From an optimization exercise on the open Yosys and OpenROAD flow, aimed at small area; shortcuts taken in it are not production practice.
Where RTL was checked, it was by simulation tests only, not by an equivalence proof against the original.

## htop
module htop (
    rst_n_scl,clk_scl,
    scl_i_vsync,scl_i_hsync,
    scl_i_data_r,scl_i_data_g,scl_i_data_b,
    scl_cfg_mode,scl_cfg_rsz,scl_cfg_flt,scl_i_data_en,
    scl_o_vsync,scl_o_hsync,
    scl_o_data_en,
    scl_o_data_r,scl_o_data_g,scl_o_data_b);
input rst_n_scl,clk_scl;
input scl_i_vsync,scl_i_hsync;
input [7:0] scl_i_data_r,scl_i_data_g,scl_i_data_b;
input scl_i_data_en,scl_cfg_mode,scl_cfg_rsz;
input [1:0] scl_cfg_flt;
output scl_o_vsync,scl_o_hsync;
output scl_o_data_en;
output [7:0] scl_o_data_r,scl_o_data_g,scl_o_data_b;
reg [7:0] r0,r1,r2,r3,r4,r5,ro;
reg [7:0] g0,g1,g2,g3,g4,g5,go;
reg [7:0] b0,b1,b2,b3,b4,b5,bo;
reg e0,e1,e2,e3,e4;         
reg k2,k3,k4,k5,ko;         
reg [1:0] cnt;              
reg [5:0] vsync_d,hsync_d;
reg vo,ho;
reg cset1, rev;
reg selg, selh, xf, yf;
wire mode = scl_cfg_mode;
wire keep1 = !mode || (scl_cfg_rsz ? (cnt == 2'd0) : !cnt[0]);
wire ldr = mode & k2;
wire ldg = mode & k3;
wire ldb = mode & k4;
  ...
Settings: LEC_CHECK=0, CAP_MARGIN=20, CORE_MARGIN=2, CORE_UTILIZATION=30, CTS_BUF_LIST=sky130_fd_sc_hd__clkbuf_8, PLACE_DENSITY=0.45, SLEW_MARGIN=20, SYNTH_HIERARCHICAL=1; clock period 6.5 ns.
standard.sh (not shown) runs the stock make flow with config.mk's settings and CLKGATE_MAP_FILE= SYNTH_SCRIPT=/design/flow/synth_recipe.tcl, a recipe that flattens the netlist after the stock synthesis.
==> flow/flow/run.sh <==
#!/bin/bash
# The standard layout (the standard.sh, standard synthesis unchanged), with the port
# buffers made from the smallest buffer cell, and non-critical gates downsized after global routing. make's full output goes to layout.log here;
# each ORFS step also keeps its own log under orfs/logs/.
set -euo pipefail
export BUFFER_PORTS_ARGS="-buffer_cell sky130_fd_sc_hd__buf_1"
export RECOVER_POWER=100
bash standard.sh > layout.log 2>&1
Change:
--- a/flow/config.mk
+++ b/flow/config.mk
@@ -7,0 +8 @@
+export ABC_AREA = 1
@@ -12 +12,0 @@
-export PLACE_DENSITY = 0.45
The changed run completed with no timing, DRC or antenna violations.
Fmax rises slightly.
Via count rises by roughly a tenth.
Worst hold slack hardly moves.
Change:
--- a/flow/config.mk
+++ b/flow/config.mk
@@ -8 +7,0 @@
-export ABC_AREA = 1
@@ -11 +10 @@
-export CORE_UTILIZATION = 30
+export CORE_UTILIZATION = 28
- The new run went through all stages and came out clean
- synthesized area went down by 1.6%
- count of clock-buffer cells in the layout is unchanged
- design area went down by 0.50%
- die area went up by 5.4%
- setup slack gets worse by 0.037 ns
- core utilization went down by 2.0 points
- first-iteration DRC count went down by 27%
- worst hold slack barely changes
Change:
--- a/flow/config.mk
+++ b/flow/config.mk
@@ -10 +10 @@
-export CORE_UTILIZATION = 28
+export CORE_UTILIZATION = 30
@@ -11,0 +12 @@
+export GPL_ROUTABILITY_DRIVEN = 0
The new run finished with timing, DRC and antenna clean. Die area came out lower by 6.5%. Hold slack stays flat. Final area is about the same. Maximum frequency fell by 0.74%. Wire length fell by 6.2%. Count of clock-buffer cells in the layout is unchanged. Utilization rises by 2.1 points.
Change:
--- a/flow/config.mk
+++ b/flow/config.mk
@@ -10 +10 @@
-export CORE_UTILIZATION = 30
+export CORE_UTILIZATION = 35
@@ -12 +11,0 @@
-export GPL_ROUTABILITY_DRIVEN = 0
=>
- The changed run completed with no timing, DRC or antenna violations
- synthesized cell count stays the same
- count of clock-buffer cells in the layout does not change
- setup slack improved by 0.031 ns
- global-route usage grows by 2.5 points

========
Another version of the RTL of htop (not shown whole).
Size in the first run: roughly 1200 cells after synthesis, roughly 200 flip-flops, roughly 60 I/O pins, about 13000 um^2 of cells after synthesis.
Design htop, start of the top module:
module htop (
    rst_n_scl,clk_scl,
    scl_i_vsync,scl_i_hsync,
    scl_i_data_r,scl_i_data_g,scl_i_data_b,
    scl_cfg_mode,scl_cfg_rsz,scl_cfg_flt,scl_i_data_en,
    scl_o_vsync,scl_o_hsync,
    scl_o_data_en,
    scl_o_data_r,scl_o_data_g,scl_o_data_b);
clock: 6.5 ns
lec_check: 0
cap_margin: 20
core_margin: 2
core_utilization: 40
cts_buf_list: sky130_fd_sc_hd__clkbuf_8
slew_margin: 20
run.sh (not shown) runs the stock make flow with config.mk's settings and CLKGATE_MAP_FILE= SYNTH_SCRIPT=/design/flow/synth_recipe.tcl, a recipe that flattens the netlist after the stock synthesis.
Stock flow here: none of the scripts above is used.
The starting point produced a clean layout.
Change:
==> flow/flow/run.sh (new file) <==
#!/bin/bash
# The standard layout (the standard.sh, standard synthesis unchanged), with the port
# buffers made from the smallest buffer cell. make's full output goes to layout.log here;
# each ORFS step also keeps its own log under orfs/logs/.
set -euo pipefail
export BUFFER_PORTS_ARGS="-buffer_cell sky130_fd_sc_hd__buf_1"
bash standard.sh > layout.log 2>&1
==> flow/standard.sh (new file) <==
#!/bin/bash
# synth_recipe.tcl (not shown) runs the flow's synth.tcl, then flattens the netlist and writes it again
# the make line also repeats each setting of config.mk as NAME=value (left out here)
make -C /OpenROAD-flow-scripts/flow DESIGN_CONFIG=/design/flow/config.mk WORK_HOME=/design/flow/orfs CLKGATE_MAP_FILE= SYNTH_SCRIPT=/design/flow/synth_recipe.tcl "${@:-finish}"
removed: flow/run.sh
Hold slack hardly moves.
Synthesized area does not change.
Change:
--- a/flow/flow/run.sh
+++ b/flow/flow/run.sh
@@ -3 +3 @@
-# buffers made from the smallest buffer cell. make's full output goes to layout.log here;
+# buffers made from the smallest buffer cell, and non-critical gates downsized after global routing. make's full output goes to layout.log here;
@@ -6,0 +7 @@
+export RECOVER_POWER=100
Utilization is about the same.
Worst setup slack is worse by 0.0054 ns.
Hold slack barely changes.
Change:
==> flow/run.sh (new file) <==
#!/bin/bash
# synth_recipe.tcl (not shown) runs the flow's synth.tcl, then flattens the netlist and writes it again
# the make line also repeats each setting of config.mk as NAME=value (left out here)
make -C /OpenROAD-flow-scripts/flow DESIGN_CONFIG=/design/flow/config.mk WORK_HOME=/design/flow/orfs CLKGATE_MAP_FILE= SYNTH_SCRIPT=/design/flow/synth_recipe.tcl finish
Settings changed: CORE_UTILIZATION 40 to 60.
removed: flow/flow/run.sh
removed: flow/standard.sh
The changed run finished clean.
Hold slack is about the same.
First-iteration DRC count shrinks by 10%.
Maximum frequency shrinks by 0.51%.
Wire length shrinks by 2.6%.
Non-clock buffer count grows by 1.
Count of clock-buffer cells in the layout shrinks by 1.
Synthesized area is unchanged.
No run of this note included a check of the RTL's function; only the layout flow was run.

[afterwards: timing with drivers on the ports]
Ports are ideal in the flow. The routed layouts listed here were re-timed in OpenROAD.
Step 1 assumes that a clkbuf_16 drives the clock port and a buf_2 every other input.
Step 2 adds t to the input delays and takes it off the output delays; t is the mean of the earliest and latest rising clock arrival at the registers after step 1. Input paths then give back, and output paths get back, about the clock's delay inside the block.
a / b / c = no drivers / after step 1 / after step 2; a / b = the first two.
run	t (ns)	slack for setup (ns)	worst setup path at the end
the first run of note 1	0.523	0.292 / 0.292 / 0.292	register to register
the second run of note 1	0.518	0.326 / 0.326 / 0.326	register to register
the third run of note 1	0.518	0.289 / 0.289 / 0.289	register to register
the fourth run of note 1	0.501	0.243 / 0.243 / 0.243	register to register
the fifth run of note 1	0.500	0.273 / 0.273 / 0.273	register to register
the first run of note 2	0.514	0.305 / 0.305 / 0.305	register to register
the second run of note 2	0.504	0.298 / 0.298 / 0.298	register to register
the third run of note 2	0.502	0.293 / 0.293 / 0.293	register to register
the fourth run of note 2	0.483	0.261 / 0.261 / 0.261	register to register
After both steps every run listed still meets setup and hold.
